Optimization exercise on an open flow, not production practice. RTL: at most simulated, not proved equivalent. Function not checked: runs 1, 2, 4 and 5. Power: default activity.

## design/flow/design.v

```verilog
module DALU(
	clk,
	rst,
	in_valid,
	instruction,
	out_valid,
	out
);
input clk, rst, in_valid;
input [18:0] instruction;
output reg out_valid;
output [15:0] out;
function [8:0] booth3;
	input [5:0] a;
	integer k;
	reg y1, y0, ym;
	begin
		for (k = 0; k < 3; k = k + 1) begin
			y1 = a[2*k+1];
			y0 = a[2*k];
			ym = (k == 0) ? 1'b0 : a[2*k-1];
			booth3[k] = y1 & ~(y0 & ym);
			booth3[3+k] = y0 ^ ym;
			booth3[6+k] = (y1 & ~y0 & ~ym) | (~y1 & y0 & ym);
		end
	end
endfunction
wire [2:0] op = instruction[18:16];
wire [3:0] f = instruction[3:0];
wire [5:0] si = instruction[15:10];
wire [5:0] ti = instruction[9:4];
wire [3:0] li = instruction[3:0];
wire op0 = (op == 3'd0);
wire defined = op0 ? (f <= 4'd4) : (op <= 3'd4);
wire load = in_valid & defined;
wire isop1 = op[0] & ~op[1];
wire isop2 = op[1] & ~op[0];
wire islog = op0 & ~f[2] & ~(f[1] & f[0]);
wire sub = op[2] | (op0 & f[2]);
wire selt = ~op[0] & ~op[2];    
wire d0n = li[1];
wire d01 = li[0];
wire d02 = li[1] & ~li[0];
wire d1n = li[3] & ~(li[2] & li[1]);
wire d11 = li[2] ^ li[1];
wire d12 = (li[3] & ~li[2] & ~li[1]) | (~li[3] & li[2] & li[1]);
wire [6:0] tx = {ti[5], ti};
wire [6:0] p0 = ({7{d01}} & tx) | ({7{d02}} & {tx[5:0], 1'b0});
wire [6:0] p1 = ({7{d11}} & tx) | ({7{d12}} & {tx[5:0], 1'b0});
wire [10:0] m0 = {{4{p0[6]}}, p0} ^ {11{d0n}};
wire [8:0] m1 = {{2{p1[6]}}, p1} ^ {9{d1n}};
wire [5:0] lg = (f[1:0] == 2'd0) ? (si & ti) : (f[1:0] == 2'd1) ? (si | ti) : (si ^ ti);
wire [10:0] bo = selt ? {{5{ti[5]}}, ti} : {instruction[9], instruction[9:0]};
wire [10:0] r1 = isop1 ? m0 : islog ? {{5{lg[5]}}, lg} : {{5{si[5]}}, si};
wire [10:0] r2 = isop1 ? {m1, 2'b00} : islog ? 11'd0 : (bo ^ {11{sub & ~isop2}});
wire [10:0] r3 = isop1 ? {8'd0, d1n, 1'b0, d0n} : isop2 ? {{7{li[3]}}, li} : {10'd0, sub & ~islog};
wire ic0 = r1[0] ^ r2[0];
wire ic1 = r1[0] & r2[0];
wire ic2 = r1[1] ^ r2[1] ^ r3[1];
wire ic3 = (r1[1] & r2[1]) | (r1[1] & r3[1]) | (r2[1] & r3[1]);
wire ic4 = r1[2] ^ r2[2] ^ r3[2];
wire ic5 = (r1[2] & r2[2]) | (r1[2] & r3[2]) | (r2[2] & r3[2]);
wire ic6 = r1[3] ^ r2[3] ^ r3[3];
wire ic7 = (r1[3] & r2[3]) | (r1[3] & r3[3]) | (r2[3] & r3[3]);
wire ic8 = r1[4] ^ r2[4] ^ r3[4];
wire ic9 = (r1[4] & r2[4]) | (r1[4] & r3[4]) | (r2[4] & r3[4]);
wire ic10 = r1[5] ^ r2[5] ^ r3[5];
wire ic11 = (r1[5] & r2[5]) | (r1[5] & r3[5]) | (r2[5] & r3[5]);
wire ic12 = r1[6] ^ r2[6] ^ r3[6];
wire ic13 = (r1[6] & r2[6]) | (r1[6] & r3[6]) | (r2[6] & r3[6]);
wire ic14 = r1[7] ^ r2[7] ^ r3[7];
wire ic15 = (r1[7] & r2[7]) | (r1[7] & r3[7]) | (r2[7] & r3[7]);
wire ic16 = r1[8] ^ r2[8] ^ r3[8];
wire ic17 = (r1[8] & r2[8]) | (r1[8] & r3[8]) | (r2[8] & r3[8]);
wire ic18 = r1[9] ^ r2[9] ^ r3[9];
wire ic19 = (r1[9] & r2[9]) | (r1[9] & r3[9]) | (r2[9] & r3[9]);
wire ic20 = r1[10] ^ r2[10] ^ r3[10];
wire ic21 = (r1[10] & r2[10]) | (r1[10] & r3[10]) | (r2[10] & r3[10]);
wire sum_0 = r3[0] ^ ic0;
wire sum_1 = r3[0] & ic0;
wire sum_2 = ic1 ^ ic2;
wire sum_3 = ic1 & ic2;
wire sum_4 = ic3 ^ ic4;
wire sum_5 = ic3 & ic4;
wire sum_6 = ic5 ^ ic6;
wire sum_7 = ic5 & ic6;
wire sum_8 = ic7 ^ ic8;
wire sum_9 = ic7 & ic8;
wire sum_10 = ic9 ^ ic10;
wire sum_11 = ic9 & ic10;
wire sum_12 = ic11 ^ ic12;
wire sum_13 = ic11 & ic12;
wire sum_14 = ic13 ^ ic14;
wire sum_15 = ic13 & ic14;
wire sum_16 = ic15 ^ ic16;
wire sum_17 = ic15 & ic16;
wire sum_18 = ic17 ^ ic18;
wire sum_19 = ic17 & ic18;
wire sum_20 = ic19 ^ ic20;
wire sum_21 = ic19 & ic20;
wire sum_22 = sum_3 | (sum_2 & sum_1);
wire sum_23 = sum_2 & sum_0;
wire sum_24 = sum_7 | (sum_6 & sum_5);
wire sum_25 = sum_6 & sum_4;
wire sum_26 = sum_11 | (sum_10 & sum_9);
wire sum_27 = sum_10 & sum_8;
wire sum_28 = sum_15 | (sum_14 & sum_13);
wire sum_29 = sum_14 & sum_12;
wire sum_30 = sum_19 | (sum_18 & sum_17);
wire sum_31 = sum_18 & sum_16;
wire sum_32 = sum_5 | (sum_4 & sum_22);
wire sum_33 = sum_4 & sum_23;
wire sum_34 = sum_24 | (sum_25 & sum_22);
wire sum_35 = sum_25 & sum_23;
wire sum_36 = sum_13 | (sum_12 & sum_26);
wire sum_37 = sum_12 & sum_27;
wire sum_38 = sum_28 | (sum_29 & sum_26);
wire sum_39 = sum_29 & sum_27;
wire sum_40 = sum_21 | (sum_20 & sum_30);
wire sum_41 = sum_20 & sum_31;
wire sum_42 = sum_9 | (sum_8 & sum_34);
wire sum_43 = sum_8 & sum_35;
wire sum_44 = sum_26 | (sum_27 & sum_34);
wire sum_45 = sum_27 & sum_35;
wire sum_46 = sum_36 | (sum_37 & sum_34);
wire sum_47 = sum_37 & sum_35;
wire sum_48 = sum_38 | (sum_39 & sum_34);
wire sum_49 = sum_39 & sum_35;
wire sum_50 = sum_17 | (sum_16 & sum_48);
wire sum_51 = sum_16 & sum_49;
wire sum_52 = sum_30 | (sum_31 & sum_48);
wire sum_53 = sum_31 & sum_49;
wire sum_54 = sum_40 | (sum_41 & sum_48);
wire sum_55 = sum_41 & sum_49;
wire sum_56 = sum_2 ^ sum_1;
wire sum_57 = sum_4 ^ sum_22;
wire sum_58 = sum_6 ^ sum_32;
wire sum_59 = sum_8 ^ sum_34;
wire sum_60 = sum_10 ^ sum_42;
wire sum_61 = sum_12 ^ sum_44;
wire sum_62 = sum_14 ^ sum_46;
wire sum_63 = sum_16 ^ sum_48;
wire sum_64 = sum_18 ^ sum_50;
wire sum_65 = sum_20 ^ sum_52;
wire [10:0] sum = {sum_65, sum_64, sum_63, sum_62, sum_61, sum_60, sum_59, sum_58, sum_57, sum_56, sum_0};
wire [10:0] b_in = isop2 ? {sum[10:8], sum[6], sum[5], sum[5:0]} : sum;
wire c_in = isop2 & (sum[6] ^ sum[5]);
wire [5:0] a_in = isop1 ? si : isop2 ? sum[5:0] : 6'd1;
always @(posedge clk) begin
	if (rst)
		out_valid <= 1'b0;
	else
		out_valid <= in_valid;
end
reg [2:0] an, a1, a2;    
reg c;                   
reg [10:0] b;            
always @(posedge clk) begin
	if (load | rst) begin
		{a2, a1, an} <= booth3(a_in) & {9{~rst}};
		c <= c_in & ~rst;
	end
end
always @(posedge clk) begin
	if (load)
		b <= b_in;
end
wire pr0_0 = ((a1[0] & b[0])) ^ an[0];
wire pr0_1 = ((a1[0] & b[1]) | (a2[0] & b[0])) ^ an[0];
wire pr0_2 = ((a1[0] & b[2]) | (a2[0] & b[1])) ^ an[0];
wire pr0_3 = ((a1[0] & b[3]) | (a2[0] & b[2])) ^ an[0];
wire pr0_4 = ((a1[0] & b[4]) | (a2[0] & b[3])) ^ an[0];
wire pr0_5 = ((a1[0] & b[5]) | (a2[0] & b[4])) ^ an[0];
wire pr0_6 = ((a1[0] & b[6]) | (a2[0] & b[5])) ^ an[0];
wire pr0_7 = ((a1[0] & b[7]) | (a2[0] & b[6])) ^ an[0];
wire pr0_8 = ((a1[0] & b[8]) | (a2[0] & b[7])) ^ an[0];
wire pr0_9 = ((a1[0] & b[9]) | (a2[0] & b[8])) ^ an[0];
wire pr0_10 = ((a1[0] & b[10]) | (a2[0] & b[9])) ^ an[0];
wire pr0_11 = ~(((a1[0] & b[10]) | (a2[0] & b[10])) ^ an[0]);
wire pr1_0 = ((a1[1] & b[0])) ^ an[1];
wire pr1_1 = ((a1[1] & b[1]) | (a2[1] & b[0])) ^ an[1];
wire pr1_2 = ((a1[1] & b[2]) | (a2[1] & b[1])) ^ an[1];
wire pr1_3 = ((a1[1] & b[3]) | (a2[1] & b[2])) ^ an[1];
wire pr1_4 = ((a1[1] & b[4]) | (a2[1] & b[3])) ^ an[1];
wire pr1_5 = ((a1[1] & b[5]) | (a2[1] & b[4])) ^ an[1];
wire pr1_6 = ((a1[1] & b[6]) | (a2[1] & b[5])) ^ an[1];
wire pr1_7 = ((a1[1] & b[7]) | (a2[1] & b[6])) ^ an[1];
wire pr1_8 = ((a1[1] & b[8]) | (a2[1] & b[7])) ^ an[1];
wire pr1_9 = ((a1[1] & b[9]) | (a2[1] & b[8])) ^ an[1];
wire pr1_10 = ~(((a1[1] & b[9]) | (a2[1] & b[9])) ^ an[1]);
wire pr2_0 = ((a1[2] & b[0])) ^ an[2];
wire pr2_1 = ((a1[2] & b[1]) | (a2[2] & b[0])) ^ an[2];
wire pr2_2 = ((a1[2] & b[2]) | (a2[2] & b[1])) ^ an[2];
wire pr2_3 = ((a1[2] & b[3]) | (a2[2] & b[2])) ^ an[2];
wire pr2_4 = ((a1[2] & b[4]) | (a2[2] & b[3])) ^ an[2];
wire pr2_5 = ((a1[2] & b[5]) | (a2[2] & b[4])) ^ an[2];
wire pr2_6 = ((a1[2] & b[6]) | (a2[2] & b[5])) ^ an[2];
wire pr2_7 = ((a1[2] & b[7]) | (a2[2] & b[6])) ^ an[2];
wire pr2_8 = ((a1[2] & b[8]) | (a2[2] & b[7])) ^ an[2];
wire pr2_9 = ((a1[2] & b[9]) | (a2[2] & b[8])) ^ an[2];
wire pr2_10 = ~(((a1[2] & b[9]) | (a2[2] & b[9])) ^ an[2]);
wire pc0 = an[2] ^ pr0_4;
wire pc1 = an[2] & pr0_4;
wire pc2 = pr0_5 ^ pr1_3;
wire pc3 = pr0_5 & pr1_3;
wire pc4 = pr0_6 ^ pr1_4;
wire pc5 = pr0_6 & pr1_4;
wire pc6 = pr0_7 ^ pr1_5;
wire pc7 = pr0_7 & pr1_5;
wire pc8 = pr0_8 ^ pr1_6;
wire pc9 = pr0_8 & pr1_6;
wire pc10 = pr0_9 ^ pr1_7;
wire pc11 = pr0_9 & pr1_7;
wire pc12 = pr0_10 ^ pr1_8;
wire pc13 = pr0_10 & pr1_8;
wire pc14 = ~(pr0_11 ^ pr1_9);
wire pc15 = pr0_11 | pr1_9;
wire pc16 = c ^ pr1_10;
wire pc17 = c & pr1_10;
wire pc18 = an[1] ^ pr0_2;
wire pc19 = an[1] & pr0_2;
wire pc20 = pr0_3 ^ pr1_1;
wire pc21 = pr0_3 & pr1_1;
wire pc22 = pr1_2 ^ pr2_0 ^ pc0;
wire pc23 = (pr1_2 & pr2_0) | (pr1_2 & pc0) | (pr2_0 & pc0);
wire pc24 = pr2_1 ^ pc1 ^ pc2;
wire pc25 = (pr2_1 & pc1) | (pr2_1 & pc2) | (pc1 & pc2);
wire pc26 = pr2_2 ^ pc3 ^ pc4;
wire pc27 = (pr2_2 & pc3) | (pr2_2 & pc4) | (pc3 & pc4);
wire pc28 = pr2_3 ^ pc5 ^ pc6;
wire pc29 = (pr2_3 & pc5) | (pr2_3 & pc6) | (pc5 & pc6);
wire pc30 = pr2_4 ^ pc7 ^ pc8;
wire pc31 = (pr2_4 & pc7) | (pr2_4 & pc8) | (pc7 & pc8);
wire pc32 = pr2_5 ^ pc9 ^ pc10;
wire pc33 = (pr2_5 & pc9) | (pr2_5 & pc10) | (pc9 & pc10);
wire pc34 = pr2_6 ^ pc11 ^ pc12;
wire pc35 = (pr2_6 & pc11) | (pr2_6 & pc12) | (pc11 & pc12);
wire pc36 = pr2_7 ^ pc13 ^ pc14;
wire pc37 = (pr2_7 & pc13) | (pr2_7 & pc14) | (pc13 & pc14);
wire pc38 = pr2_8 ^ pc15 ^ pc16;
wire pc39 = (pr2_8 & pc15) | (pr2_8 & pc16) | (pc15 & pc16);
wire pc40 = ~(pr2_9 ^ pc17);
wire pc41 = pr2_9 | pc17;
wire prod_0 = an[0] ^ pr0_0;
wire prod_1 = an[0] & pr0_0;
wire prod_2 = pr1_0 ^ pc18;
wire prod_3 = pr1_0 & pc18;
wire prod_4 = pc19 ^ pc20;
wire prod_5 = pc19 & pc20;
wire prod_6 = pc21 ^ pc22;
wire prod_7 = pc21 & pc22;
wire prod_8 = pc23 ^ pc24;
wire prod_9 = pc23 & pc24;
wire prod_10 = pc25 ^ pc26;
wire prod_11 = pc25 & pc26;
wire prod_12 = pc27 ^ pc28;
wire prod_13 = pc27 & pc28;
wire prod_14 = pc29 ^ pc30;
wire prod_15 = pc29 & pc30;
wire prod_16 = pc31 ^ pc32;
wire prod_17 = pc31 & pc32;
wire prod_18 = pc33 ^ pc34;
wire prod_19 = pc33 & pc34;
wire prod_20 = pc35 ^ pc36;
wire prod_21 = pc35 & pc36;
wire prod_22 = pc37 ^ pc38;
wire prod_23 = pc37 & pc38;
wire prod_24 = pc40 ^ pc39;
wire prod_25 = pc40 & pc39;
wire prod_26 = pr2_10 ^ pc41;
wire prod_27 = pr2_10 & pc41;
wire prod_28 = pr0_1 & prod_1;
wire prod_29 = pr0_1 & prod_0;
wire prod_30 = prod_5 | (prod_4 & prod_3);
wire prod_31 = prod_4 & prod_2;
wire prod_32 = prod_9 | (prod_8 & prod_7);
wire prod_33 = prod_8 & prod_6;
wire prod_34 = prod_13 | (prod_12 & prod_11);
wire prod_35 = prod_12 & prod_10;
wire prod_36 = prod_17 | (prod_16 & prod_15);
wire prod_37 = prod_16 & prod_14;
wire prod_38 = prod_21 | (prod_20 & prod_19);
wire prod_39 = prod_20 & prod_18;
wire prod_40 = prod_25 | (prod_24 & prod_23);
wire prod_41 = prod_24 & prod_22;
wire prod_42 = 1'b1 & prod_27;
wire prod_43 = 1'b1 & prod_26;
wire prod_44 = prod_3 | (prod_2 & prod_28);
wire prod_45 = prod_2 & prod_29;
wire prod_46 = prod_30 | (prod_31 & prod_28);
wire prod_47 = prod_31 & prod_29;
wire prod_48 = prod_11 | (prod_10 & prod_32);
wire prod_49 = prod_10 & prod_33;
wire prod_50 = prod_34 | (prod_35 & prod_32);
wire prod_51 = prod_35 & prod_33;
wire prod_52 = prod_19 | (prod_18 & prod_36);
wire prod_53 = prod_18 & prod_37;
wire prod_54 = prod_38 | (prod_39 & prod_36);
wire prod_55 = prod_39 & prod_37;
wire prod_56 = prod_27 | (prod_26 & prod_40);
wire prod_57 = prod_26 & prod_41;
wire prod_58 = prod_42 | (prod_43 & prod_40);
wire prod_59 = prod_43 & prod_41;
wire prod_60 = prod_7 | (prod_6 & prod_46);
wire prod_61 = prod_6 & prod_47;
wire prod_62 = prod_32 | (prod_33 & prod_46);
wire prod_63 = prod_33 & prod_47;
wire prod_64 = prod_48 | (prod_49 & prod_46);
wire prod_65 = prod_49 & prod_47;
wire prod_66 = prod_50 | (prod_51 & prod_46);
wire prod_67 = prod_51 & prod_47;
wire prod_68 = prod_23 | (prod_22 & prod_54);
wire prod_69 = prod_22 & prod_55;
wire prod_70 = prod_40 | (prod_41 & prod_54);
wire prod_71 = prod_41 & prod_55;
wire prod_72 = prod_56 | (prod_57 & prod_54);
wire prod_73 = prod_57 & prod_55;
wire prod_74 = prod_58 | (prod_59 & prod_54);
wire prod_75 = prod_59 & prod_55;
wire prod_76 = prod_15 | (prod_14 & prod_66);
wire prod_77 = prod_14 & prod_67;
wire prod_78 = prod_36 | (prod_37 & prod_66);
wire prod_79 = prod_37 & prod_67;
wire prod_80 = prod_52 | (prod_53 & prod_66);
wire prod_81 = prod_53 & prod_67;
wire prod_82 = prod_54 | (prod_55 & prod_66);
wire prod_83 = prod_55 & prod_67;
wire prod_84 = prod_68 | (prod_69 & prod_66);
wire prod_85 = prod_69 & prod_67;
wire prod_86 = prod_70 | (prod_71 & prod_66);
wire prod_87 = prod_71 & prod_67;
wire prod_88 = prod_72 | (prod_73 & prod_66);
wire prod_89 = prod_73 & prod_67;
wire prod_90 = prod_74 | (prod_75 & prod_66);
wire prod_91 = prod_75 & prod_67;
wire prod_92 = pr0_1 ^ prod_1;
wire prod_93 = prod_2 ^ prod_28;
wire prod_94 = prod_4 ^ prod_44;
wire prod_95 = prod_6 ^ prod_46;
wire prod_96 = prod_8 ^ prod_60;
wire prod_97 = prod_10 ^ prod_62;
wire prod_98 = prod_12 ^ prod_64;
wire prod_99 = prod_14 ^ prod_66;
wire prod_100 = prod_16 ^ prod_76;
wire prod_101 = prod_18 ^ prod_78;
wire prod_102 = prod_20 ^ prod_80;
wire prod_103 = prod_22 ^ prod_82;
wire prod_104 = prod_24 ^ prod_84;
wire prod_105 = prod_26 ^ prod_86;
wire prod_106 = 1'b1 ^ prod_88;
wire [15:0] prod = {prod_106, prod_105, prod_104, prod_103, prod_102, prod_101, prod_100, prod_99, prod_98, prod_97, prod_96, prod_95, prod_94, prod_93, prod_92, prod_0};
assign out = prod;
endmodule
```

## design/flow/flow/run.sh

```bash
#!/bin/bash
# The standard layout, with the ports buffered by buf_2 cells and timing
# repair aiming for setup slack beyond the requirement by sizing cells only.
set -euo pipefail
bash standard.sh "BUFFER_PORTS_ARGS=-buffer_cell sky130_fd_sc_hd__buf_2" \
	SETUP_SLACK_MARGIN=4.4 SETUP_MOVE_SEQUENCE=sizeup,swap finish > standard_flow.log 2>&1
```

## design/flow/standard.sh

```bash
#!/bin/bash
# synth_recipe.tcl (not shown) runs the flow's synth.tcl, then flattens the netlist and writes it again
# the make line also repeats each setting of config.mk as NAME=value (left out here)
make -C /OpenROAD-flow-scripts/flow DESIGN_CONFIG=/design/flow/config.mk WORK_HOME=/design/flow/orfs CLKGATE_MAP_FILE= SYNTH_SCRIPT=/design/flow/synth_recipe.tcl "${@:-finish}"
```

## design/flow/config.mk

```make
export PLATFORM = sky130hd
export DESIGN_NAME = DALU
export DESIGN_NICKNAME = DALU
export VERILOG_FILES = /design/flow/design.v
export SDC_FILE = /design/flow/constraint.sdc
export NUM_CORES = 4
export LEC_CHECK = 0
export CAP_MARGIN = 20
export CORE_MARGIN = 2
export CORE_UTILIZATION = 40
export SLEW_MARGIN = 20
```

## design/flow/constraint.sdc

```tcl
create_clock -name core_clock -period 10.0 [get_ports {clk}]
set_input_delay 2.0000 -clock core_clock [delete_from_list [all_inputs] [get_ports {clk}]]
set_output_delay 2.0000 -clock core_clock [all_outputs]
set_load 0.01 [all_outputs]
```

==> flow_summary.ini, run 1 <==
[critical_path]
cp-start-kind = register
timing.setup.critical_path_class = register to output port
worstPathArrival_ns = 3.74
critical_path_required_ns = 8.00
critPathMostFrequentCell = sky130_fd_sc_hd__a21o_1
critical_path.max_stage_delay_ns = 0.56
critical_path_buf_inv_count = 1
cpLargestDelayFamily = adder cells
cp_max_fo = 11
critPathCaptureType = output port
cp_slowest_cell = sky130_fd_sc_hd__edfxtp_1
cp_cell_instances = a22oi_1, xnor2_1, ha_1, fa_1, ha_1, a21o_1, or2_4, a21o_1, a21o_1, fa_2, buf_6

[clock_tree]
cts.root.buffer_cell = sky130_fd_sc_hd__clkbuf_8
cts_tree = yes
cts.path.max_buffers = 2
cts_buffers = 3
post_cts_buffers = 0
cts.hold.buffers_added = 0
h-tree-depth = 1
cts_num_sinks = 22
cts_clk_pin_slew_worst_paths_ns = 0.07

[layout]
postLayoutCoreUtil = 0.444
layout_common_cells = sky130_fd_sc_hd__inv_1, sky130_fd_sc_hd__ha_1, sky130_fd_sc_hd__xnor2_1
num_antenna_cells = 0
layout_commonest_cell = sky130_fd_sc_hd__inv_1
fillers = 990
drive_gt1_frac = 0.151
fin_nets = 590
flow.area_growth_from_synthesis_pct = 8.20

[sta]
timing.slew.headroom = 0.581
transition_time_at_the_pin_with_the_least_slew_margin_ns = 0.628
rsz0062_at_grt = yes
fmax_mhz = 174
final-hold-violation-count = 0
final_max_slew_viol_count = 0
finalSetupViolCount = 0
finalWorstPathRequiredPeriod_ns = 5.74
post-route-period-util = 0.574
totalNegativeSetupSlack_ns = 0

[drt]
via_per_inst = 5.38
drt-wirelength-per-cell_um = 14.3
drc = 0
ant_nets = 0
drt_total_wl_mm = 8.94
initialDrtViolationCount = 175
drt-pass1-iter-count = 4
route.vias.total = 3375

[logic_synthesis]
post_synth_instance_area_um2 = 4200
synthesis.instances = 488
synth-seq-area-share = 0.155
synth.ff_latch_count = 22
synth_enable_flop_cells = 21
postSynthNetCount = 586
synth_top_flop_cell = sky130_fd_sc_hd__edfxtp_1
yosysWarningCount = 1
ys_async_sr_fraction = 0
synth_cell_type_count = 47
syn-mean-instance-area_um2 = 8.60

[global_routing]
global_route.usage.total = 0.164
grt_pass1_vias = 3337
grt_overflow = 0
grt_pass1_wl_mm = 15.5
grt_start_max_net_pins = 33
grt_antenna_before_repair = 0

[place]
place.detailed.hpwl_mm = 7.20
place.gp.congestion = 0.850
port_buffers = 38

[floorplan]
chipHeight_um = 106
die-area_um2 = 11300
row_count = 37
pin_count = 39
die_x_um = 106
floorplan.initialDensity = 0.410
core_region_area_um2 = 10200

[pwr]
static-leakage-power_uw = 0.00202
worst_ir_drop_vdd_uv = 295
cellPowerDensity_nw_per_um2 = 355

[run]
maxCapViolations = 0

[worst_hold_path]
hold_class = input port to register

[outcome]
outcome = finished clean
## synthesized netlist by cell type (5+ instances only)
cell / count / area, µm²
sky130_fd_sc_hd__o22ai_1: 6 / 37.5
sky130_fd_sc_hd__nor3_1: 9 / 45.0
sky130_fd_sc_hd__nor2_1: 22 / 82.6
sky130_fd_sc_hd__nor2b_1: 9 / 56.3
sky130_fd_sc_hd__buf_1: 5 / 18.8
sky130_fd_sc_hd__fa_1: 25 / 500
sky130_fd_sc_hd__nand2_1: 27 / 101
sky130_fd_sc_hd__xnor2_1: 38 / 333
sky130_fd_sc_hd__mux2i_1: 11 / 110
sky130_fd_sc_hd__clkbuf_1: 13 / 48.8
sky130_fd_sc_hd__buf_4: 18 / 135
sky130_fd_sc_hd__xor2_1: 27 / 236
sky130_fd_sc_hd__buf_2: 5 / 25.0
sky130_fd_sc_hd__inv_1: 53 / 199
sky130_fd_sc_hd__a211oi_1: 6 / 45.0
sky130_fd_sc_hd__a21oi_1: 21 / 105
sky130_fd_sc_hd__or2_2: 5 / 31.3
sky130_fd_sc_hd__ha_1: 51 / 638
sky130_fd_sc_hd__a22oi_1: 39 / 293
sky130_fd_sc_hd__o211ai_1: 7 / 52.6
sky130_fd_sc_hd__o21ai_0: 27 / 135
sky130_fd_sc_hd__edfxtp_1: 21 / 631
## final timing paths
check                            from                   end  slack [ns]  depth (start not counted)
worst max-delay path  a1[1]$_DFFE_PP_                out[8]        4.26                         11
worst min-delay path         in_valid  out_valid$_SDFF_PP0_        2.05                          2
## logic make-up (layout without fill, tap and decap cells)
| family | Yosys count | count (layout) | synth area share |
|---|---|---|---|
| xor gates and xnor gates | 65 | 65 | 0.136 |
| buffers and inverters | 94 | 97 | 0.102 |
| adders and majority gates | 76 | 76 | 0.271 |
| and+or+nand+nor | 91 | 91 | 0.106 |
| muxes | 11 | 11 | 0.0262 |
| DFF | 22 | 22 | 0.155 |
| AOI/OAI and AO/OA | 129 | 129 | 0.204 |
## state kept, by name (all words and copies together), names as in the netlist
| name | count |
|---|---|
| out_valid | 1 |
| an | 3 |
| a1 | 3 |
| c | 1 |
| b | 11 |
| a2 | 3 |
## timing repair
action | CTS | global route
cloned | 0 | 0
resized for setup | 18 | 21
endpoints found under the setup margin | 11 | 13
pin swaps | 11 | 14
## layer usage
layer	global-route usage	routed length [µm]
met4	0.0575	233
met1	0.202	3970
met3	0.0123	319
met5	0	0
met2	0.301	4420
## per-stage QoR
step	instances	power [µW]	area, µm²	hold WS (ns)	setup WS (ns)
after floorplan	488	1420	4200	2.07	4.40
after global placement	623	1460	4350	2.33	3.92
after detailed placement	623	1490	4350	2.33	3.80
after CTS	627	1600	4460	2.05	4.24
after global routing	627	1820	4540	2.05	4.07
final	627	1610	4540	2.05	4.26
## where the power goes
part / leakage [µW] / internal (µW) / switching [µW]
Sequential: 0.000214 / 135 / 43.7
Combinational: 0.00178 / 653 / 726
Clock: 0.0000231 / 27.4 / 25.5
Total: 0.00202 / 815 / 795
## area by class of cell
type / instances / area (µm²) / share of cell area
flip-flops and latches: 22 / 651 / 0.143
clock buffers: 3 / 41.3 / 0.00910
well taps: 136 / 170 / 0.0375
clock inverters: 1 / 3.75 / 0.000827
inverters: 53 / 199 / 0.0438
multi-input cells: 372 / 3250 / 0.716
repair buffers: 40 / 225 / 0.0496
==> run 2, diff against run 1 <==
--- a/design/flow/design.v
+++ b/design/flow/design.v
@@ -156,9 +156,14 @@
 reg c;                   
 reg [10:0] b;            
 always @(posedge clk) begin
-	if (load | rst) begin
-		{a2, a1, an} <= booth3(a_in) & {9{~rst}};
-		c <= c_in & ~rst;
+	if (rst) begin
+		an <= 3'd0;
+		a1 <= 3'd0;
+		a2 <= 3'd0;
+		c <= 1'b0;
+	end else if (load) begin
+		{a2, a1, an} <= booth3(a_in);
+		c <= c_in;
 	end
 end
 always @(posedge clk) begin
==> design/flow/flow/run.sh (replaced) <==
#!/bin/bash
# The standard layout, with the ports buffered by buf_2 cells and timing
# repair aiming for setup slack beyond the requirement (sizeup,swap).
set -euo pipefail
bash standard.sh "BUFFER_PORTS_ARGS=-buffer_cell sky130_fd_sc_hd__buf_2" \
	SETUP_SLACK_MARGIN=4.4 SETUP_MOVE_SEQUENCE=sizeup,swap finish > standard_flow.log 2>&1
--- a/design/flow/config.mk
+++ b/design/flow/config.mk
@@ -7,5 +7,5 @@
 export LEC_CHECK = 0
 export CAP_MARGIN = 20
 export CORE_MARGIN = 2
-export CORE_UTILIZATION = 40
+export CORE_UTILIZATION = 70
 export SLEW_MARGIN = 20
==> run 2 against run 1 <==
  * First-iteration DRC count fell by 34%
  * Combinational power fell by about 60%
  * Synthesized area rose by 1.5%
  * Critical path depth rose by 6
  * Largest cell class unchanged
  * Critical path type is now input port to register
  * Setup slack got worse by 0.15 ns
  * Sequential power fell by 12%
  * Via count rose by 4.2%
  * Clock power rose by 35%
  * Die area fell by 41%
  * Hold slack got worse by 1.5 ns
  * Sequential cell count did not move
  * Power fell by 52%
  * Still clean on timing, DRC and antenna
==> flow_summary.ini, run 2 <==
[sta]
finalSetupViolCount = 0
fmax_mhz = 170
post-route-period-util = 0.589
final-hold-violation-count = 0
rsz0062_at_grt = yes
worst_clock_skew_ns = 0
transition_time_at_the_pin_with_the_least_slew_margin_ns = 0.923
timing.slew.headroom = 0.384
final_max_slew_viol_count = 0
timing.hold.ws_ns = 0.574
finalWorstPathRequiredPeriod_ns = 5.89
totalNegativeSetupSlack_ns = 0

[critical_path]
critPathCaptureType = register
critical_path_required_ns = 10.17
cp-start-kind = input port
timing.setup.critical_path_class = input port to register
worstPathArrival_ns = 6.06
cp_max_fo = 11

[drt]
drt-wirelength-per-cell_um = 15.7
initialDrtViolationCount = 116
via_per_inst = 6.10
drc = 0
route.vias.total = 3518
drt-pass1-iter-count = 5
drt_total_wl_mm = 9.08
ant_nets = 0

[logic_synthesis]
yosysWarningCount = 1
synth_enable_flop_cells = 11
syn-mean-instance-area_um2 = 8.46
yosys.cell_count.top_type = sky130_fd_sc_hd__inv_1
synth_top_cells_by_area = sky130_fd_sc_hd__ha_1, sky130_fd_sc_hd__fa_1, sky130_fd_sc_hd__xnor2_1
synth-seq-area-share = 0.129
postSynthNetCount = 601
synth.ff_latch_count = 22
ys_async_sr_fraction = 0
synth_cell_type_count = 58
post_synth_top_cells = sky130_fd_sc_hd__inv_1, sky130_fd_sc_hd__ha_1, sky130_fd_sc_hd__xnor2_1
synth_top_flop_cell = sky130_fd_sc_hd__edfxtp_1
synthDominantAreaCellType = sky130_fd_sc_hd__ha_1
yosysTopAreaCellShare = 0.150
synthesis.instances = 503
post_synth_instance_area_um2 = 4260

[global_routing]
grt_pass1_wl_mm = 14.6
grt_pass1_vias = 3236
grt_overflow = 0
grt_antenna_before_repair = 0
grt_start_max_net_pins = 32
global_route.usage.total = 0.276

[layout]
multi_input_area_um2 = 3410
drive_gt1_frac = 0.183
fillers = 428
fin_nets = 601
max_reg_flops = 11
layout_common_cells = sky130_fd_sc_hd__inv_1, sky130_fd_sc_hd__ha_1, sky130_fd_sc_hd__xnor2_1
stdcell_count = 577
seqCellArea_um2 = 561
num_antenna_cells = 0
flow.area_growth_from_synthesis_pct = 7.08
layout_commonest_cell = sky130_fd_sc_hd__inv_1
max_flop_register = b

[clock_tree]
post_cts_buffers = 0
cts_num_sinks = 22
cts.path.max_buffers = 2
h-tree-depth = 1
cts.root.buffer_cell = sky130_fd_sc_hd__clkbuf_8
cts.hold.buffers_added = 0
cts_tree = yes
cts_clk_pin_slew_worst_paths_ns = 0.08
cts_buffers = 3
clk_latency_ns = 0.26

[place]
dpl.cell_count = 573
place.gp.congestion = 0.926
port_buffers = 38
place.detailed.hpwl_mm = 7.11

[floorplan]
die-area_um2 = 6720
core_region_area_um2 = 5890
pin_count = 39
floorplan.initialDensity = 0.723
chipHeight_um = 82.0
die_x_um = 82.0
row_count = 28

[pwr]
worst_ir_drop_vdd_uv = 189
static-leakage-power_uw = 0.00204
cellPowerDensity_nw_per_um2 = 171

[outcome]
outcome = finished clean

[run]
maxCapViolations = 0

[worst_hold_path]
hold_class = register to register
[run 2: cell types whose count changed after synthesis, moves of 5 or more]
cell / delta
sky130_fd_sc_hd__o21ai_0: -12
sky130_fd_sc_hd__dfxtp_1: +10
sky130_fd_sc_hd__edfxtp_1: -10
sky130_fd_sc_hd__o21ai_1: +6
sky130_fd_sc_hd__buf_6: +5
sky130_fd_sc_hd__nand3_1: +5
sky130_fd_sc_hd__or2_2: -5
[run 2: path summary, 6_finish.rpt]
kind	cells past startpoint	end	start	slack [ns]
max	17	a2[2]$_SDFFE_PP0P_	instruction[18]	4.11
min	2	a2[0]$_SDFFE_PP0P_	a2[0]$_SDFFE_PP0P_	0.57
max reg2reg	2	an[2]$_SDFFE_PP0P_	an[2]$_SDFFE_PP0P_	8.95
min reg2reg	2	a2[0]$_SDFFE_PP0P_	a2[0]$_SDFFE_PP0P_	0.57
[run 2: critical path, cell delays in order]
cell and delay (ns):
sky130_fd_sc_hd__buf_8 0.11, sky130_fd_sc_hd__or2_4 0.30, sky130_fd_sc_hd__a2111oi_4 0.59, sky130_fd_sc_hd__mux2i_1 0.29
sky130_fd_sc_hd__nor2_1 0.07, sky130_fd_sc_hd__a21oi_2 0.15, sky130_fd_sc_hd__fa_1 0.44, sky130_fd_sc_hd__fa_2 0.40
sky130_fd_sc_hd__nor2b_4 0.15, sky130_fd_sc_hd__o21a_4 0.16, sky130_fd_sc_hd__nor2_2 0.04, sky130_fd_sc_hd__fa_2 0.35
sky130_fd_sc_hd__xor2_2 0.18, sky130_fd_sc_hd__nor2_2 0.14, sky130_fd_sc_hd__a21oi_2 0.07, sky130_fd_sc_hd__or3_1 0.36
sky130_fd_sc_hd__a311oi_2 0.26
[run 2: cell type report]
type / instances / share of cell area
Multi-Input combinational cell: 382 / 0.748
Sequential cell: 22 / 0.123
Timing Repair Buffer: 38 / 0.0477
Clock buffer: 4 / 0.0145
Tap cell: 75 / 0.0206
Inverter: 56 / 0.0461
[run 2: per-stage QoR]
step	util	worst slack [ns]	cell area (µm²)	power [µW]
2_1_floorplan	-	4.36	4270	603
3_3_place_gp	0.729	3.81	4290	643
3_5_place_dp	0.729	3.63	4290	663
4_1_cts	0.763	4.06	4490	761
5_1_grt	0.775	3.89	4560	854
6_report	0.775	4.11	4560	778
[run 2: power by group]
group | switching (µW) | leakage, µW | total, µW | internal [µW]
Sequential | 33.7 | 0.000196 | 157 | 123
Clock | 27.9 | 0.0000339 | 71.3 | 43.4
Combinational | 297 | 0.00181 | 550 | 252
[run 2: per-layer routing]
layer	track usage	up-vias	wire length, µm
met2	0.535	91	4900
met3	0.00769	14	245
met1	0.323	1683	3780
met5	0	-	0
li1	-	1730	-
met4	0.0933	0	151
[run 2: cells by family (layout without fill, tap and decap cells)]
family | Yosys count | count (layout) | synth area share
flops | 22 | 22 | 0.129
fa+ha+maj | 76 | 76 | 0.267
compound gates | 132 | 132 | 0.221
xor+xnor | 66 | 66 | 0.136
mux | 12 | 12 | 0.0282
buf+inv | 99 | 98 | 0.111
simple gates | 96 | 96 | 0.107
[run 2: what timing repair did]
| action | CTS | global route |
|---|---|---|
| setup endpoints to repair | 15 | 20 |
| gates cloned | 0 | 0 |
| gates resized for setup | 34 | 19 |
| pin swaps | 28 | 21 |
==> run 3, diff against run 2 <==
--- a/design/flow/design.v
+++ b/design/flow/design.v
@@ -33,11 +33,10 @@
 wire op0 = (op == 3'd0);
 wire defined = op0 ? (f <= 4'd4) : (op <= 3'd4);
 wire load = in_valid & defined;
-wire isop1 = op[0] & ~op[1];
-wire isop2 = op[1] & ~op[0];
+wire isop1 = (op == 3'd1);
+wire isop2 = (op == 3'd2);
 wire islog = op0 & ~f[2] & ~(f[1] & f[0]);
-wire sub = op[2] | (op0 & f[2]);
-wire selt = ~op[0] & ~op[2];    
+wire sub = op0 ? f[2] : op[2];
 wire d0n = li[1];
 wire d01 = li[0];
 wire d02 = li[1] & ~li[0];
@@ -50,7 +49,7 @@
 wire [10:0] m0 = {{4{p0[6]}}, p0} ^ {11{d0n}};
 wire [8:0] m1 = {{2{p1[6]}}, p1} ^ {9{d1n}};
 wire [5:0] lg = (f[1:0] == 2'd0) ? (si & ti) : (f[1:0] == 2'd1) ? (si | ti) : (si ^ ti);
-wire [10:0] bo = selt ? {{5{ti[5]}}, ti} : {instruction[9], instruction[9:0]};
+wire [10:0] bo = (op0 | isop2) ? {{5{ti[5]}}, ti} : {instruction[9], instruction[9:0]};
 wire [10:0] r1 = isop1 ? m0 : islog ? {{5{lg[5]}}, lg} : {{5{si[5]}}, si};
 wire [10:0] r2 = isop1 ? {m1, 2'b00} : islog ? 11'd0 : (bo ^ {11{sub & ~isop2}});
 wire [10:0] r3 = isop1 ? {8'd0, d1n, 1'b0, d0n} : isop2 ? {{7{li[3]}}, li} : {10'd0, sub & ~islog};
==> design/flow/flow/run.sh (replaced) <==
#!/bin/bash
# The standard layout (the standard.sh), with two changes:
#  - the input and output ports are buffered by buf_2 cells rather than the
#    default buffer cell;
#  - timing repair aims for 4.4 ns of setup slack beyond the requirement,
#    using cell sizing and pin swapping only.
# The full output of the make run is kept in standard_flow.log.
set -euo pipefail
bash standard.sh "BUFFER_PORTS_ARGS=-buffer_cell sky130_fd_sc_hd__buf_2" \
	SETUP_SLACK_MARGIN=4.4 SETUP_MOVE_SEQUENCE=sizeup,swap finish > standard_flow.log 2>&1
==> run 3 against run 2 <==
  * Still clean on timing, DRC and antenna
  * Routed wire length decreased by 4.3%
  * Final cell count down 0.35%
  * First-iteration DRC count grew 32%
  * Setup slack improved by 0.33 ns
  * Maximum frequency up 6.0%
  * Clock power fell by 12%
  * Clock skew did not move
  * Utilization decreased by 1.6 points
  * Sequential power down 6%
  * Hold slack got worse by 0.061 ns
  * Highest routed layer unchanged
==> flow_summary.ini, run 3 <==
[outcome]
outcome = finished clean

[critical_path]
critical_path_required_ns = 8.00
timing.setup.critical_path_class = register to output port
critPathCaptureType = output port
worstPathArrival_ns = 3.56
cp_max_fo = 6
cp-start-kind = register

[logic_synthesis]
synth_enable_flop_cells = 11
ys_async_sr_fraction = 0
post_synth_instance_area_um2 = 4210
post_synth_top_cells = sky130_fd_sc_hd__inv_1, sky130_fd_sc_hd__ha_1, sky130_fd_sc_hd__xnor2_1
synthesis.instances = 500
synth-seq-area-share = 0.131
postSynthNetCount = 598
yosys.cell_count.top_type = sky130_fd_sc_hd__inv_1
synth.ff_latch_count = 22
syn-mean-instance-area_um2 = 8.42
synth_cell_type_count = 52
synth_top_cells_by_area = sky130_fd_sc_hd__ha_1, sky130_fd_sc_hd__fa_1, sky130_fd_sc_hd__xnor2_1
yosysWarningCount = 1
synthDominantAreaCellType = sky130_fd_sc_hd__ha_1
yosysTopAreaCellShare = 0.152
synth_top_flop_cell = sky130_fd_sc_hd__edfxtp_1

[clock_tree]
cts_clk_pin_slew_worst_paths_ns = 0.07
cts.root.buffer_cell = sky130_fd_sc_hd__clkbuf_8
cts_tree = yes
cts.hold.buffers_added = 0
cts_num_sinks = 22
h-tree-depth = 1
clk_latency_ns = 0.26
cts_buffers = 3
cts.path.max_buffers = 2
post_cts_buffers = 0

[sta]
post-route-period-util = 0.556
final-hold-violation-count = 0
worst_clock_skew_ns = 0
final_max_slew_viol_count = 0
rsz0062_at_grt = yes
timing.slew.headroom = 0.458
finalWorstPathRequiredPeriod_ns = 5.56
transition_time_at_the_pin_with_the_least_slew_margin_ns = 0.812
finalSetupViolCount = 0
totalNegativeSetupSlack_ns = 0
fmax_mhz = 180

[layout]
layout_commonest_cell = sky130_fd_sc_hd__inv_1
max_flop_register = b
max_reg_flops = 11
fin_nets = 599
layout.cell_area.non_filler_um2 = 4440
flow.area_growth_from_synthesis_pct = 5.38
stdcell_count = 575
multi_input_area_um2 = 3310
drive_gt1_frac = 0.164
num_antenna_cells = 0
layout_common_cells = sky130_fd_sc_hd__inv_1, sky130_fd_sc_hd__ha_1, sky130_fd_sc_hd__xnor2_1
fillers = 447
seqCellArea_um2 = 558

[floorplan]
die_x_um = 81.6
row_count = 28
core_region_area_um2 = 5850
pin_count = 39
die-area_um2 = 6650
chipHeight_um = 81.6
floorplan.initialDensity = 0.720

[drt]
via_per_inst = 5.96
drc = 0
ant_nets = 0
route.vias.total = 3426
drt-pass1-iter-count = 5
initialDrtViolationCount = 153
drt_total_wl_mm = 8.69
drt-wirelength-per-cell_um = 15.1

[pwr]
static-leakage-power_uw = 0.00204
power_uw = 621
cellPowerDensity_nw_per_um2 = 140
worst_ir_drop_vdd_uv = 104

[global_routing]
global_route.usage.total = 0.269
grt_pass1_vias = 3266
grt_overflow = 0
grt_start_max_net_pins = 33
grt_antenna_before_repair = 0
grt_pass1_wl_mm = 14.2

[place]
port_buffers = 38
place.detailed.hpwl_mm = 6.92
dpl_cell_area_um2 = 4250
place.gp.congestion = 0.941
dpl.cell_count = 571

[run]
maxCapViolations = 0

[worst_hold_path]
hold_class = register to register
==> run 3: what timing repair did <==
action / in CTS / in global routing
endpoints found under the setup margin: 12 / 12
gates resized for setup: 18 / 20
cloned: 0 / 0
pin swaps: 3 / 5
==> run 3: report_power, final <==
group | internal (µW) | switching, µW
logic | 187 | 223
clock network | 35.1 | 28.0
registers | 120 | 27.3
==> run 3: stage by stage <==
step	hold WS (ns)	setup WS, ns	utilization
detailed placement	0.507	3.79	0.727
global placement	0.506	3.90	0.727
global route	0.541	4.27	0.759
finish	0.513	4.44	0.759
CTS	0.518	4.39	0.746
floorplan	0.457	4.45	-
==> run 3: path summary, 6_finish.rpt <==
check / startpoint / cells after the start / slack [ns] / end
hold reg to reg: c$_SDFFE_PP0P_ / 2 / 0.51 / c$_SDFFE_PP0P_
hold / removal: c$_SDFFE_PP0P_ / 2 / 0.51 / c$_SDFFE_PP0P_
setup / recovery: b[4]$_DFFE_PP_ / 14 / 4.44 / out[15]
setup reg to reg: an[2]$_SDFFE_PP0P_ / 2 / 8.92 / an[2]$_SDFFE_PP0P_
==> run 3: cell families after synthesis <==
logic type,synth area share
AOI/OAI and AO/OA,0.216
buffers and inverters,0.108
and+or+nand+nor,0.102
adders and majority gates,0.270
xor gates and xnor gates,0.137
DFF,0.131
muxes,0.0356
==> run 3: per-layer routing <==
| metal | up-vias | GRT usage | wire (µm) |
|---|---|---|---|
| met5 | - | 0 | 0 |
| met3 | 13 | 0.00879 | 279 |
| met2 | 96 | 0.514 | 4560 |
| met1 | 1596 | 0.316 | 3710 |
| met4 | 0 | 0.100 | 131 |
| li1 | 1721 | - | - |
==> run 3: critical path: stages (launching register included) <==
cell and delay [ns]:
sky130_fd_sc_hd__edfxtp_1 0.49, sky130_fd_sc_hd__a22oi_2 0.25, sky130_fd_sc_hd__xnor2_2 0.10, sky130_fd_sc_hd__ha_1 0.30, sky130_fd_sc_hd__inv_1 0.05, sky130_fd_sc_hd__fa_1 0.53
sky130_fd_sc_hd__inv_1 0.06, sky130_fd_sc_hd__ha_1 0.27, sky130_fd_sc_hd__o211ai_1 0.10, sky130_fd_sc_hd__o21ai_2 0.12, sky130_fd_sc_hd__o31ai_4 0.29, sky130_fd_sc_hd__o21ai_2 0.12
sky130_fd_sc_hd__or3_1 0.33, sky130_fd_sc_hd__a31oi_1 0.16, sky130_fd_sc_hd__buf_2 0.15
==> run 3: layout make-up <==
| class | instances | share of cell area |
|---|---|---|
| timing repair buffer | 38 | 0.0468 |
| sequential | 22 | 0.126 |
| tap | 75 | 0.0211 |
| inverter | 57 | 0.0482 |
| clock buffer | 4 | 0.0124 |
| multi-input combinational | 379 | 0.746 |
Testbench counts of run 3, summed over its fixed seeds: cycles 32,000.
==> run 4, diff against run 3 <==
--- a/design/flow/design.v
+++ b/design/flow/design.v
@@ -202,7 +202,6 @@
 wire pr2_7 = ((a1[2] & b[7]) | (a2[2] & b[6])) ^ an[2];
 wire pr2_8 = ((a1[2] & b[8]) | (a2[2] & b[7])) ^ an[2];
 wire pr2_9 = ((a1[2] & b[9]) | (a2[2] & b[8])) ^ an[2];
-wire pr2_10 = ~(((a1[2] & b[9]) | (a2[2] & b[9])) ^ an[2]);
 wire pc0 = an[2] ^ pr0_4;
 wire pc1 = an[2] & pr0_4;
 wire pc2 = pr0_5 ^ pr1_3;
@@ -271,87 +270,69 @@
 wire prod_23 = pc37 & pc38;
 wire prod_24 = pc40 ^ pc39;
 wire prod_25 = pc40 & pc39;
-wire prod_26 = pr2_10 ^ pc41;
-wire prod_27 = pr2_10 & pc41;
-wire prod_28 = pr0_1 & prod_1;
-wire prod_29 = pr0_1 & prod_0;
-wire prod_30 = prod_5 | (prod_4 & prod_3);
-wire prod_31 = prod_4 & prod_2;
-wire prod_32 = prod_9 | (prod_8 & prod_7);
-wire prod_33 = prod_8 & prod_6;
-wire prod_34 = prod_13 | (prod_12 & prod_11);
-wire prod_35 = prod_12 & prod_10;
-wire prod_36 = prod_17 | (prod_16 & prod_15);
-wire prod_37 = prod_16 & prod_14;
-wire prod_38 = prod_21 | (prod_20 & prod_19);
-wire prod_39 = prod_20 & prod_18;
-wire prod_40 = prod_25 | (prod_24 & prod_23);
-wire prod_41 = prod_24 & prod_22;
-wire prod_42 = 1'b1 & prod_27;
-wire prod_43 = 1'b1 & prod_26;
-wire prod_44 = prod_3 | (prod_2 & prod_28);
-wire prod_45 = prod_2 & prod_29;
-wire prod_46 = prod_30 | (prod_31 & prod_28);
-wire prod_47 = prod_31 & prod_29;
-wire prod_48 = prod_11 | (prod_10 & prod_32);
-wire prod_49 = prod_10 & prod_33;
-wire prod_50 = prod_34 | (prod_35 & prod_32);
-wire prod_51 = prod_35 & prod_33;
-wire prod_52 = prod_19 | (prod_18 & prod_36);
-wire prod_53 = prod_18 & prod_37;
-wire prod_54 = prod_38 | (prod_39 & prod_36);
-wire prod_55 = prod_39 & prod_37;
-wire prod_56 = prod_27 | (prod_26 & prod_40);
-wire prod_57 = prod_26 & prod_41;
-wire prod_58 = prod_42 | (prod_43 & prod_40);
-wire prod_59 = prod_43 & prod_41;
-wire prod_60 = prod_7 | (prod_6 & prod_46);
-wire prod_61 = prod_6 & prod_47;
-wire prod_62 = prod_32 | (prod_33 & prod_46);
-wire prod_63 = prod_33 & prod_47;
-wire prod_64 = prod_48 | (prod_49 & prod_46);
-wire prod_65 = prod_49 & prod_47;
-wire prod_66 = prod_50 | (prod_51 & prod_46);
-wire prod_67 = prod_51 & prod_47;
-wire prod_68 = prod_23 | (prod_22 & prod_54);
-wire prod_69 = prod_22 & prod_55;
-wire prod_70 = prod_40 | (prod_41 & prod_54);
-wire prod_71 = prod_41 & prod_55;
-wire prod_72 = prod_56 | (prod_57 & prod_54);
-wire prod_73 = prod_57 & prod_55;
-wire prod_74 = prod_58 | (prod_59 & prod_54);
-wire prod_75 = prod_59 & prod_55;
-wire prod_76 = prod_15 | (prod_14 & prod_66);
-wire prod_77 = prod_14 & prod_67;
-wire prod_78 = prod_36 | (prod_37 & prod_66);
-wire prod_79 = prod_37 & prod_67;
-wire prod_80 = prod_52 | (prod_53 & prod_66);
-wire prod_81 = prod_53 & prod_67;
-wire prod_82 = prod_54 | (prod_55 & prod_66);
-wire prod_83 = prod_55 & prod_67;
-wire prod_84 = prod_68 | (prod_69 & prod_66);
-wire prod_85 = prod_69 & prod_67;
-wire prod_86 = prod_70 | (prod_71 & prod_66);
-wire prod_87 = prod_71 & prod_67;
-wire prod_88 = prod_72 | (prod_73 & prod_66);
-wire prod_89 = prod_73 & prod_67;
-wire prod_90 = prod_74 | (prod_75 & prod_66);
-wire prod_91 = prod_75 & prod_67;
-wire prod_92 = pr0_1 ^ prod_1;
-wire prod_93 = prod_2 ^ prod_28;
-wire prod_94 = prod_4 ^ prod_44;
-wire prod_95 = prod_6 ^ prod_46;
-wire prod_96 = prod_8 ^ prod_60;
-wire prod_97 = prod_10 ^ prod_62;
-wire prod_98 = prod_12 ^ prod_64;
-wire prod_99 = prod_14 ^ prod_66;
-wire prod_100 = prod_16 ^ prod_76;
-wire prod_101 = prod_18 ^ prod_78;
-wire prod_102 = prod_20 ^ prod_80;
-wire prod_103 = prod_22 ^ prod_82;
-wire prod_104 = prod_24 ^ prod_84;
-wire prod_105 = prod_26 ^ prod_86;
-wire prod_106 = 1'b1 ^ prod_88;
-wire [15:0] prod = {prod_106, prod_105, prod_104, prod_103, prod_102, prod_101, prod_100, prod_99, prod_98, prod_97, prod_96, prod_95, prod_94, prod_93, prod_92, prod_0};
-assign out = prod;
+wire prod_26 = pr0_1 & prod_1;
+wire prod_27 = pr0_1 & prod_0;
+wire prod_28 = prod_5 | (prod_4 & prod_3);
+wire prod_29 = prod_4 & prod_2;
+wire prod_30 = prod_9 | (prod_8 & prod_7);
+wire prod_31 = prod_8 & prod_6;
+wire prod_32 = prod_13 | (prod_12 & prod_11);
+wire prod_33 = prod_12 & prod_10;
+wire prod_34 = prod_17 | (prod_16 & prod_15);
+wire prod_35 = prod_16 & prod_14;
+wire prod_36 = prod_21 | (prod_20 & prod_19);
+wire prod_37 = prod_20 & prod_18;
+wire prod_38 = prod_25 | (prod_24 & prod_23);
+wire prod_39 = prod_24 & prod_22;
+wire prod_40 = prod_3 | (prod_2 & prod_26);
+wire prod_41 = prod_2 & prod_27;
+wire prod_42 = prod_28 | (prod_29 & prod_26);
+wire prod_43 = prod_29 & prod_27;
+wire prod_44 = prod_11 | (prod_10 & prod_30);
+wire prod_45 = prod_10 & prod_31;
+wire prod_46 = prod_32 | (prod_33 & prod_30);
+wire prod_47 = prod_33 & prod_31;
+wire prod_48 = prod_19 | (prod_18 & prod_34);
+wire prod_49 = prod_18 & prod_35;
+wire prod_50 = prod_36 | (prod_37 & prod_34);
+wire prod_51 = prod_37 & prod_35;
+wire prod_52 = prod_7 | (prod_6 & prod_42);
+wire prod_53 = prod_6 & prod_43;
+wire prod_54 = prod_30 | (prod_31 & prod_42);
+wire prod_55 = prod_31 & prod_43;
+wire prod_56 = prod_44 | (prod_45 & prod_42);
+wire prod_57 = prod_45 & prod_43;
+wire prod_58 = prod_46 | (prod_47 & prod_42);
+wire prod_59 = prod_47 & prod_43;
+wire prod_60 = prod_23 | (prod_22 & prod_50);
+wire prod_61 = prod_22 & prod_51;
+wire prod_62 = prod_38 | (prod_39 & prod_50);
+wire prod_63 = prod_39 & prod_51;
+wire prod_64 = prod_15 | (prod_14 & prod_58);
+wire prod_65 = prod_14 & prod_59;
+wire prod_66 = prod_34 | (prod_35 & prod_58);
+wire prod_67 = prod_35 & prod_59;
+wire prod_68 = prod_48 | (prod_49 & prod_58);
+wire prod_69 = prod_49 & prod_59;
+wire prod_70 = prod_50 | (prod_51 & prod_58);
+wire prod_71 = prod_51 & prod_59;
+wire prod_72 = prod_60 | (prod_61 & prod_58);
+wire prod_73 = prod_61 & prod_59;
+wire prod_74 = prod_62 | (prod_63 & prod_58);
+wire prod_75 = prod_63 & prod_59;
+wire prod_76 = pr0_1 ^ prod_1;
+wire prod_77 = prod_2 ^ prod_26;
+wire prod_78 = prod_4 ^ prod_40;
+wire prod_79 = prod_6 ^ prod_42;
+wire prod_80 = prod_8 ^ prod_52;
+wire prod_81 = prod_10 ^ prod_54;
+wire prod_82 = prod_12 ^ prod_56;
+wire prod_83 = prod_14 ^ prod_58;
+wire prod_84 = prod_16 ^ prod_64;
+wire prod_85 = prod_18 ^ prod_66;
+wire prod_86 = prod_20 ^ prod_68;
+wire prod_87 = prod_22 ^ prod_70;
+wire prod_88 = prod_24 ^ prod_72;
+wire [13:0] prod = {prod_88, prod_87, prod_86, prod_85, prod_84, prod_83, prod_82, prod_81, prod_80, prod_79, prod_78, prod_77, prod_76, prod_0};
+assign out = {{2{prod[13]}}, prod};
 endmodule
==> run 4 against run 3 <==
  * First-iteration DRC count grew 39%
  * Sequential share of layout area down 0.56 points
  * Synthesized cell count grew 0.20%
  * Global-route usage up 2.1 points
  * Synthesized area about the same
  * Critical endpoint is now a2[2]$_SDFFE_PP0P_
  * Largest cell class unchanged
==> flow_summary.ini, run 4 <==
[logic_synthesis]
synth_top_flop_cell = sky130_fd_sc_hd__edfxtp_1
postSynthNetCount = 596
post_synth_instance_area_um2 = 4210
ys_async_sr_fraction = 0
synth_cell_type_count = 52
synth_enable_flop_cells = 11
synth_top_cells_by_area = sky130_fd_sc_hd__ha_1, sky130_fd_sc_hd__fa_1, sky130_fd_sc_hd__xnor2_1
syn-mean-instance-area_um2 = 8.41
post_synth_top_cells = sky130_fd_sc_hd__inv_1, sky130_fd_sc_hd__ha_1, sky130_fd_sc_hd__xnor2_1
synthDominantAreaCellType = sky130_fd_sc_hd__ha_1
yosysTopAreaCellShare = 0.143
synth-seq-area-share = 0.131
synth.ff_latch_count = 22
yosysWarningCount = 1
yosys.cell_count.top_type = sky130_fd_sc_hd__inv_1
synthesis.instances = 501

[pwr]
worst_ir_drop_vdd_uv = 94.6
power_uw = 645
static-leakage-power_uw = 0.00210
cellPowerDensity_nw_per_um2 = 139

[sta]
worst_clock_skew_ns = 0
totalNegativeSetupSlack_ns = 0
timing.hold.ws_ns = 0.521
post-route-period-util = 0.563
rsz0062_at_grt = yes
timing.slew.headroom = 0.558
final_max_slew_viol_count = 0
final-hold-violation-count = 0
finalSetupViolCount = 0
transition_time_at_the_pin_with_the_least_slew_margin_ns = 0.662
post-route-worst-setup-slack_ns = 4.37
fmax_mhz = 178
finalWorstPathRequiredPeriod_ns = 5.63

[drt]
route.vias.total = 3565
ant_nets = 0
drt-wirelength-per-cell_um = 16.1
initialDrtViolationCount = 212
drt_total_wl_mm = 9.34
via_per_inst = 6.16
drt-pass1-iter-count = 5
drc = 0

[floorplan]
pin_count = 39
floorplan.initialDensity = 0.716
core_region_area_um2 = 5890
die_x_um = 81.6
row_count = 28
die-area_um2 = 6660
chipHeight_um = 81.6

[global_routing]
grt_pass1_vias = 3443
global_route.usage.total = 0.290
grt_start_max_net_pins = 33
grt_overflow = 0
grt_antenna_before_repair = 1
grt_pass1_wl_mm = 15.3

[place]
port_buffers = 38
place.gp.congestion = 0.913
preCtsSetupSlack_ns = 3.51
place.detailed.hpwl_mm = 7.34

[critical_path]
critical_path_buf_inv_count = 3
cp-start-kind = input port
cp_slowest_cell = sky130_fd_sc_hd__fa_2
cp_max_fo = 32
timing.critical_path.depth = 17
worstPathArrival_ns = 5.81
critical_path_required_ns = 10.18
critical_path.max_stage_delay_ns = 0.54
critPathMostFrequentCell = sky130_fd_sc_hd__a22oi_2
r2r.worst_path.cells = 2
r2r-start = an[2]$_SDFFE_PP0P_
critPathCaptureType = register
reg2reg_to = an[2]$_SDFFE_PP0P_
worst-r2r-setup-slack_ns = 8.94
cpLargestDelayFamily = simple AND/OR/NAND/NOR gates
timing.setup.critical_path_class = input port to register
cp_cell_instances = buf_12, and3b_1, or2_4, a22oi_2, xor2_1, a22oi_2, fa_1, inv_1, ha_4, and3b_2, nor2_4, fa_2, inv_2, a22oi_2, nor2_2, or4_4, a311oi_2

[worst_hold_path]
hold-path-endpoint = c$_SDFFE_PP0P_
hold_class = register to register
min-delay-start = c$_SDFFE_PP0P_
holdPathStages = 2

[clock_tree]
cts.root.buffer_cell = sky130_fd_sc_hd__clkbuf_8
h-tree-depth = 1
cts.path.max_buffers = 2
cts_buffers = 3
cts_tree = yes
cts_num_sinks = 22
cts_clk_pin_slew_worst_paths_ns = 0.08
clk_latency_ns = 0.26
post_cts_buffers = 0
cts.hold.buffers_added = 0

[layout]
max_flop_register = b
layout_common_cells = sky130_fd_sc_hd__inv_1, sky130_fd_sc_hd__ha_1, sky130_fd_sc_hd__xnor2_1
postLayoutCoreUtil = 0.789
flow.area_growth_from_synthesis_pct = 10.2
max_reg_flops = 11
drive_gt1_frac = 0.194
seqCellArea_um2 = 558
multi_input_area_um2 = 3450
layout_commonest_cell = sky130_fd_sc_hd__inv_1
fin_nets = 600
num_antenna_cells = 0
fillers = 420

[outcome]
outcome = finished clean

[run]
maxCapViolations = 0
==> run 4: cell count changes after synthesis, sizes merged, moves of 3 or more <==
cell,change
inv,-5
a311oi,+3
nand2b,+3
ha,-3
and3b,+3
o22ai,-3
nor2b,+3
mux2i,-3
xor2,-4
nand2,-3
xnor2,+4
o21ai,-4
==> run 4: layer usage <==
| metal | wire (µm) | GRT usage | up-vias |
|---|---|---|---|
| li1 | - | - | 1756 |
| met2 | 5050 | 0.556 | 102 |
| met3 | 386 | 0.0286 | 15 |
| met5 | 13 | 0 | - |
| met1 | 3770 | 0.339 | 1690 |
| met4 | 113 | 0.0833 | 2 |
==> run 4: cell families after synthesis <==
| logic type | Yosys count | share of synthesized area |
|---|---|---|
| flip-flops | 22 | 0.131 |
| AO/OA/AOI/OAI | 133 | 0.216 |
| multiplexers | 12 | 0.0285 |
| AND/OR/NAND/NOR | 102 | 0.127 |
| adder cells (fa/ha/maj) | 73 | 0.261 |
| buffers and inverters | 93 | 0.0995 |
| XOR/XNOR | 66 | 0.137 |
==> run 4: per-stage QoR <==
| stage | instance area, µm² | instances |
|---|---|---|
| final | 4650 | 579 |
| after global routing | 4650 | 579 |
| after CTS | 4480 | 579 |
| after detailed placement | 4330 | 575 |
| after global placement | 4330 | 575 |
| after floorplan | 4260 | 501 |
==> run 4: layout make-up <==
class                      count  share of cell area
clock buffer                   4              0.0143
inverter                      52              0.0428
multi-input combinational    386               0.743
sequential                    22               0.120
tap                           75              0.0202
timing repair buffer          40              0.0593
==> run 4: report_power, final <==
part           switching (µW)  total, µW  internal (µW)
Combinational             233        426            193
Sequential               26.5        147            120
Clock                    29.1       72.6           43.5
==> run 4: how the worst max path moves through the flow <==
stage	from	end	slack (ns)
after floorplan	instruction[18]	a2[2]$_SDFFE_PP0P_	4.40
after global placement	instruction[16]	a2[2]$_SDFFE_PP0P_	3.66
after detailed placement	instruction[16]	a2[2]$_SDFFE_PP0P_	3.51
after CTS	instruction[1]	a2[2]$_SDFFE_PP0P_	4.37
after global routing	instruction[1]	a2[2]$_SDFFE_PP0P_	4.25
final	instruction[1]	a2[2]$_SDFFE_PP0P_	4.37
==> run 4: what timing repair did <==
| item | 4_1_cts | 5_1_grt |
|---|---|---|
| pin swaps | 5 | 27 |
| gates resized for setup | 27 | 45 |
| gates cloned | 0 | 0 |
| setup endpoints to repair | 20 | 10 |
==> run 4: worst reg2reg max path: cells and delay by family, from the launching register on <==
kind          cells  cell delay [ns]
mux               1             0.15
simple gates      1             0.11
flops             1             0.75
==> run 5, diff against run 4 <==
--- a/design/flow/design.v
+++ b/design/flow/design.v
@@ -33,10 +33,11 @@
 wire op0 = (op == 3'd0);
 wire defined = op0 ? (f <= 4'd4) : (op <= 3'd4);
 wire load = in_valid & defined;
-wire isop1 = (op == 3'd1);
-wire isop2 = (op == 3'd2);
+wire isop1 = op[0] & ~op[1];
+wire isop2 = op[1] & ~op[0];
 wire islog = op0 & ~f[2] & ~(f[1] & f[0]);
-wire sub = op0 ? f[2] : op[2];
+wire sub = op[2] | (op0 & f[2]);
+wire selt = ~op[0] & ~op[2];    
 wire d0n = li[1];
 wire d01 = li[0];
 wire d02 = li[1] & ~li[0];
@@ -49,7 +50,7 @@
 wire [10:0] m0 = {{4{p0[6]}}, p0} ^ {11{d0n}};
 wire [8:0] m1 = {{2{p1[6]}}, p1} ^ {9{d1n}};
 wire [5:0] lg = (f[1:0] == 2'd0) ? (si & ti) : (f[1:0] == 2'd1) ? (si | ti) : (si ^ ti);
-wire [10:0] bo = (op0 | isop2) ? {{5{ti[5]}}, ti} : {instruction[9], instruction[9:0]};
+wire [10:0] bo = selt ? {{5{ti[5]}}, ti} : {instruction[9], instruction[9:0]};
 wire [10:0] r1 = isop1 ? m0 : islog ? {{5{lg[5]}}, lg} : {{5{si[5]}}, si};
 wire [10:0] r2 = isop1 ? {m1, 2'b00} : islog ? 11'd0 : (bo ^ {11{sub & ~isop2}});
 wire [10:0] r3 = isop1 ? {8'd0, d1n, 1'b0, d0n} : isop2 ? {{7{li[3]}}, li} : {10'd0, sub & ~islog};
==> run 5 against run 4 <==
  * Maximum frequency shrank 2.3%
  * Register-to-register slack is essentially flat
  * Count of clock-buffer cells in the layout is the same
  * Still clean on timing, DRC and antenna
  * Global-route usage shrank 2.4 points
  * Highest routed layer is now met4
  * Combinational power grew 26%
  * First-iteration DRC count shrank 39%
  * Sequential power grew 5%
  * Largest cell class unchanged
  * Non-clock buffer count is the same
  * Design area shrank 3.7%
  * Critical endpoint unchanged
  * Utilization shrank 2.9 points
==> flow_summary.ini, run 5 <==
[place]
preCtsSetupSlack_ns = 3.76
port_buffers = 38
place.detailed.hpwl_mm = 6.78

[sta]
worst_clock_skew_ns = 0
finalSetupViolCount = 0
transition_time_at_the_pin_with_the_least_slew_margin_ns = 1.06
timing.slew.headroom = 0.297
timing.hold.ws_ns = 0.502
final-hold-violation-count = 0
post-route-period-util = 0.576
rsz0062_at_grt = yes

[logic_synthesis]
syn-mean-instance-area_um2 = 8.49
synthDominantAreaCellType = sky130_fd_sc_hd__ha_1
yosysTopAreaCellShare = 0.142
post_synth_instance_area_um2 = 4220
post_synth_top_cells = sky130_fd_sc_hd__ha_1, sky130_fd_sc_hd__inv_1, sky130_fd_sc_hd__xnor2_1
synth-seq-area-share = 0.131
synth_enable_flop_cells = 11
ys_async_sr_fraction = 0
yosysWarningCount = 1
synth_cell_type_count = 56
postSynthNetCount = 592

[floorplan]
die-area_um2 = 6660
die_x_um = 81.6
pin_count = 39
core_region_area_um2 = 5890

[global_routing]
grt_pass1_wl_mm = 14.3
grt_pass1_vias = 3127
grt_start_max_net_pins = 34

[critical_path]
timing.setup.critical_path_class = input port to register
critical_path_required_ns = 10.17
cp-start-kind = input port

[layout]
max_reg_flops = 11
postLayoutCoreUtil = 0.760
max_flop_register = b
fin_nets = 591

[drt]
drc = 0
drt-wirelength-per-cell_um = 14.8
via_per_inst = 5.99
initialDrtViolationCount = 130
drt_total_wl_mm = 8.45

[clock_tree]
cts.path.max_buffers = 2
cts_clk_pin_slew_worst_paths_ns = 0.07
post_cts_buffers = 0
cts_tree = yes

[pwr]
worst_ir_drop_vdd_uv = 186
cellPowerDensity_nw_per_um2 = 168
static-leakage-power_uw = 0.00198

[outcome]
outcome = finished clean
[run 5: changes by cell type in the layout (fill, tap and decap cells not counted), moves of 4 or more]
cell                       before  now
sky130_fd_sc_hd__nor2_1        22   31
sky130_fd_sc_hd__o211ai_1       9    0
sky130_fd_sc_hd__a21oi_1       17   24
sky130_fd_sc_hd__mux2i_1       12   17
sky130_fd_sc_hd__nand2_1       27   22
sky130_fd_sc_hd__o22ai_1        3    8
sky130_fd_sc_hd__buf_2         29   33
[run 5: metal layers]
metal  vias up  wire length, µm  global-route usage
met5         -                0                   0
met4         0              119              0.0650
met3        12              258             0.00769
met2        81             4340               0.500
met1      1613             3730               0.335
li1       1706                -                   -
[run 5: cell families (layout without fill, tap and decap cells)]
group | count (synthesis) | in the layout | share of synthesized area
compound gates | 127 | 127 | 0.207
buf+inv | 96 | 94 | 0.107
simple gates | 94 | 94 | 0.109
mux | 17 | 17 | 0.0403
xor+xnor | 68 | 68 | 0.145
fa+ha+maj | 73 | 73 | 0.261
flops | 22 | 22 | 0.131
[run 5: per-stage QoR]
stage | area, µm² | cells | total power, µW
after floorplan | 4240 | 497 | 598
after global placement | 4270 | 566 | 636
after detailed placement | 4270 | 566 | 650
after CTS | 4420 | 570 | 735
after global routing | 4470 | 570 | 830
final | 4470 | 570 | 749
[run 5: area by class of cell]
| cell class | instances | area, µm² |
|---|---|---|
| Timing Repair Buffer | 40 | 238 |
| Tap cell | 75 | 93.8 |
| Clock buffer | 4 | 55.1 |
| Sequential cell | 22 | 558 |
| Fill cell | 455 | 1410 |
| Multi-Input combinational cell | 379 | 3340 |
| Inverter | 50 | 188 |
[run 5: where the power goes]
| part | internal [µW] | total [µW] | switching, µW |
|---|---|---|---|
| Sequential | 123 | 155 | 31.6 |
| Combinational | 254 | 535 | 280 |
| Clock | 34.9 | 60.2 | 25.3 |
[run 5: what timing repair did]
item,in CTS,in global routing
resized for setup,26,12
endpoints found under the setup margin,13,14
hold buffers,0,0
pin swaps,14,11
gates cloned,0,0
[run 5: worst max-delay path, cell delays in order]
cell                       delay, ns
sky130_fd_sc_hd__buf_12         0.12
sky130_fd_sc_hd__or4_4          0.54
sky130_fd_sc_hd__a21oi_4        0.33
sky130_fd_sc_hd__mux2i_1        0.25
sky130_fd_sc_hd__nor2_1         0.08
sky130_fd_sc_hd__a21oi_2        0.14
sky130_fd_sc_hd__fa_1           0.45
sky130_fd_sc_hd__fa_2           0.38
sky130_fd_sc_hd__nor2b_1        0.12
sky130_fd_sc_hd__o21ai_1        0.10
sky130_fd_sc_hd__nor2b_4        0.14
sky130_fd_sc_hd__fa_2           0.38
sky130_fd_sc_hd__xnor2_4        0.23
sky130_fd_sc_hd__a22oi_2        0.11
sky130_fd_sc_hd__or3_1          0.35
sky130_fd_sc_hd__a311oi_2       0.23
[run 5: final timing paths]
check        cells after the start               start  slack (ns)                  to
max                             16     instruction[16]        4.24  a2[2]$_SDFFE_PP0P_
min                              2      c$_SDFFE_PP0P_        0.50      c$_SDFFE_PP0P_
max reg2reg                      2  an[2]$_SDFFE_PP0P_        8.94  an[2]$_SDFFE_PP0P_
min reg2reg                      2      c$_SDFFE_PP0P_        0.50      c$_SDFFE_PP0P_
